This design comes from an exercise in tuning for a short achievable clock period and few clock cycles on the open sky130 flow, not from production work.
Only simulation tests tie the RTL to the original design; equivalence was not proved.
Power figures rest on the tool's default switching activity, not on a simulated workload.

// mips_core
module mips_core (clk, rst, iaddr, idata, daddr, dwr, ddout, ddin);
	input  clk;
	input  rst;
	output [31:0] iaddr;
	input  [31:0] idata;
	output [31:0] daddr;
	output        dwr;
	output [31:0] ddout;
	input  [31:0] ddin;
	reg [31:0] pc;
	reg        vD;
	reg [31:0] irD;
	reg [31:0] pcp1D;
	reg [31:0] predD;
	reg        vE;
	reg [31:0] aE, bE, sdE;
	reg        fA_M, fB_M, fS_M;    
	reg        fS_L;    
	reg [4:0]  shE;
	reg        opAddE, opSubE, opSltE, opLogE, opSllE, opSrlE;
	reg [3:0]  lutE;    
	reg        wenE, memtoregE, swE, brE, jregE;
	reg [4:0]  wdE;
	reg [31:0] altE, predE;
	reg [31:0] resM, sdM;
	reg        wenM, memtoregM, dwrM;
	reg [4:0]  wdM;
	reg [31:0] resW;
	reg        wenW;
	reg [4:0]  wdW;
	reg [31:0] rf [1:31];
	reg [31:0] wOHW;    
	reg [31:0] rsOH, rtOH;    
	reg        usesRsQ, usesRtQ;    
	reg [31:0] ras;
	reg [31:0] jt0, jt1, jt2, jt3;    
	reg [7:0]  pcloD;    
	reg [1:0]  pcloE;
	reg        jalrE;
	reg        aZeroE;    
	assign iaddr = pc;
	wire [31:0] pcp1;
  ...
Size in the first run: roughly 7600 cells after synthesis, ~1700 flip-flops, ~160 I/O pins, ~0.084 mm² of cells after synthesis.
Settings: LEC_CHECK=0, ABC_CLOCK_PERIOD_IN_PS=1500, CAP_MARGIN=20, CORE_MARGIN=2, CORE_UTILIZATION=30, PLACE_DENSITY=0.5, SLEW_MARGIN=20; clock period 11.0 ns.
standard.sh (not shown) runs the stock make flow with config.mk's settings and CLKGATE_MAP_FILE= SYNTH_SCRIPT=/design/flow/synth_recipe.tcl, a recipe that flattens the netlist after the stock synthesis.
==> flow/flow/run.sh <==
#!/bin/bash
# The standard layout, with these changes to how it is made:
#  - synthesis keeps the fetch-address logic and the ALU (modules fetch_next
#    and alu_e, no registers)
#    apart while mapping, so that it is mapped for depth, and adders are left
#    to ABC instead of being mapped to full-adder cells first; the design is
#    flattened afterwards as usual and the registers are unchanged;
#  - the timing repair passes aim for a setup slack well beyond the clock
#    period's (the constraints themselves are unchanged), over all endpoints,
#    and may resize cells to other footprints;
#  - every input and output port still gets its own buffer, but a buf_8
#    rather than the default smallest buffer.
set -euo pipefail
bash standard.sh SETUP_SLACK_MARGIN=7.5 TNS_END_PERCENT=100 ADDER_MAP_FILE= MATCH_CELL_FOOTPRINT=0 \
  "SYNTH_KEEP_MODULES=fetch_next alu_e" \
  'BUFFER_PORTS_ARGS=-buffer_cell sky130_fd_sc_hd__buf_8' finish > standard.log 2>&1
The starting point completed with no timing, DRC or antenna violations.
Testbench counts at the start, summed over its fixed seeds: cycles 12,963.
Then changed:
--- a/flow/design.v
+++ b/flow/design.v
@@ -20,25 +20,24 @@
 	reg        opAddE, opSubE, opSltE, opLogE, opSllE, opSrlE;
 	reg [3:0]  lutE;    
 	reg        wenE, memtoregE, swE, brE, jregE;
 	reg [4:0]  wdE;
 	reg [31:0] altE, predE;
 	reg [31:0] resM, sdM;
 	reg        wenM, memtoregM, dwrM;
 	reg [4:0]  wdM;
 	reg [31:0] resW;
 	reg        wenW;
 	reg [4:0]  wdW;
 	reg [31:0] rf [1:31];
-	reg [31:0] wOHW;    
 	reg [31:0] rsOH, rtOH;    
 	reg        usesRsQ, usesRtQ;    
 	reg [31:0] ras;
 	reg [31:0] jt0, jt1, jt2, jt3;    
 	reg [7:0]  pcloD;    
 	reg [1:0]  pcloE;
 	reg        jalrE;
 	reg        aZeroE;    
 	assign iaddr = pc;
 	wire [31:0] pcp1;
 	wire [5:0] opF = idata[31:26];
 	wire [5:0] fnF = idata[5:0];
@@ -80,25 +79,25 @@
 	wire lwD    = (opD == 6'h23);
 	wire swD    = (opD == 6'h2b);
 	wire beqD   = (opD == 6'h04);
 	wire bneD   = (opD == 6'h05);
 	wire jD     = (opD == 6'h02);
 	wire jalD   = (opD == 6'h03);
 	wire usesRsD = rRegD | jrD | jalrD | iAddD | iAndD | iOrD | iSltD | lwD | swD | beqD | bneD;
 	wire usesRtD = rRegD | fSllD | fSrlD | swD | beqD | bneD;
 	wire [4:0] wdD = (jalD | jalrD) ? 5'd31 : rtypeD ? rdD : rtD;
 	wire writesD = rtypeD | iAddD | iAndD | iOrD | iSltD | luiD | lwD | jalD;
 	wire wenD = writesD & (wdD != 5'd0);
 	reg [31:0] rfA, rfB;
-	integer ri, wi;
+	integer ri;
 	always @(*) begin
 		rfA = 32'd0;
 		rfB = 32'd0;
 		for (ri = 1; ri < 32; ri = ri + 1) begin
 			rfA = rfA | ({32{rsOH[ri]}} & rf[ri]);
 			rfB = rfB | ({32{rtOH[ri]}} & rf[ri]);
 		end
 	end
 	wire [31:0] mvalD = memtoregM ? ddin : resM;
 	wire [31:0] rsvD = (wenM && wdM == rsD) ? mvalD : (wenW && wdW == rsD) ? resW : rfA;
 	wire [31:0] rtvD = (wenM && wdM == rtD) ? mvalD : (wenW && wdW == rtD) ? resW : rfB;
 	wire aluRsD = usesRsQ;
@@ -244,32 +243,27 @@
 			wenM <= vE & wenE;
 			memtoregM <= vE & memtoregE;
 			dwrM <= vE & swE;
 		end
 		wdM <= wdE;
 		resM <= resE;
 		sdM <= SD;
 		if (rst)
 			wenW <= 1'b0;
 		else
 			wenW <= wenM;
 		wdW <= wdM;
-		if (rst)
-			wOHW <= 32'd0;
-		else
-			wOHW <= wenM ? (32'd1 << wdM) : 32'd0;
 		resW <= memtoregM ? ddin : resM;
-		for (wi = 1; wi < 32; wi = wi + 1)
-			if (wOHW[wi])
-				rf[wi] <= resW;
+		if (wenW)
+			rf[wdW] <= resW;
 	end
 endmodule
 module fetch_next (idata, pc, ras, jt, pcp1, next);
 	input  [31:0] idata;
 	input  [31:0] pc;
 	input  [31:0] ras;
 	input  [31:0] jt;
 	output [31:0] pcp1;
 	output [31:0] next;
 	assign pcp1 = pc + 32'd1;
 	wire [5:0] op = idata[31:26];
 	wire [5:0] fn = idata[5:0];
Effect: The changed run finished clean; routed wire length climbs by about 1.4%; register-to-register slack gains 0.15 ns; total power barely changes; worst setup slack gains 0.15 ns; sequential share of layout area drops by 0.70 points; final cell count climbs by about 0.6%; synthesized cell count climbs by about 0.8%; sequential power drops by about 1%; fmax climbs by about 4%; clock power climbs by about 1%; via count climbs by 1.1%; die area is about the same; cell area is about the same; clock-buffer cell count climbs by 14.
Testbench counts after the change, summed over its fixed seeds: cycles 12,963.

-- afterwards: timing with drivers on the ports --
The results above use ideal ports. As a check the final layouts listed here were re-extracted and re-timed, cells and wires unchanged. Step 1 (the two cells are an assumption about what drives the block):
set clk [get_ports {clk}]
set_driving_cell -lib_cell sky130_fd_sc_hd__clkbuf_16 $clk
set_driving_cell -lib_cell sky130_fd_sc_hd__buf_2 [delete_from_list [all_inputs] $clk]
Step 2 also shifts input and output timing later by t, the mid clock arrival at the registers, as if the neighbouring blocks saw the same clock. Three values: no drivers, after step 1, after step 2; two values: the first two.
run	shift t [ns]	setup WS [ns]	clock arrival spread, ns	worst data-port slew with drivers (ns)	cell pins on the clock port's net
the first run	0.945	7.035 / 7.035 / 6.195	0.112 / 0.112	0.14	1
the second run	0.958	7.182 / 7.182 / 6.464	0.116 / 0.116	0.12	1
After both steps setup and hold are still met in every run listed. The setup slack of the first run, which loses most, moves by 0.000 ns with the drivers and by -0.840 ns with both steps.
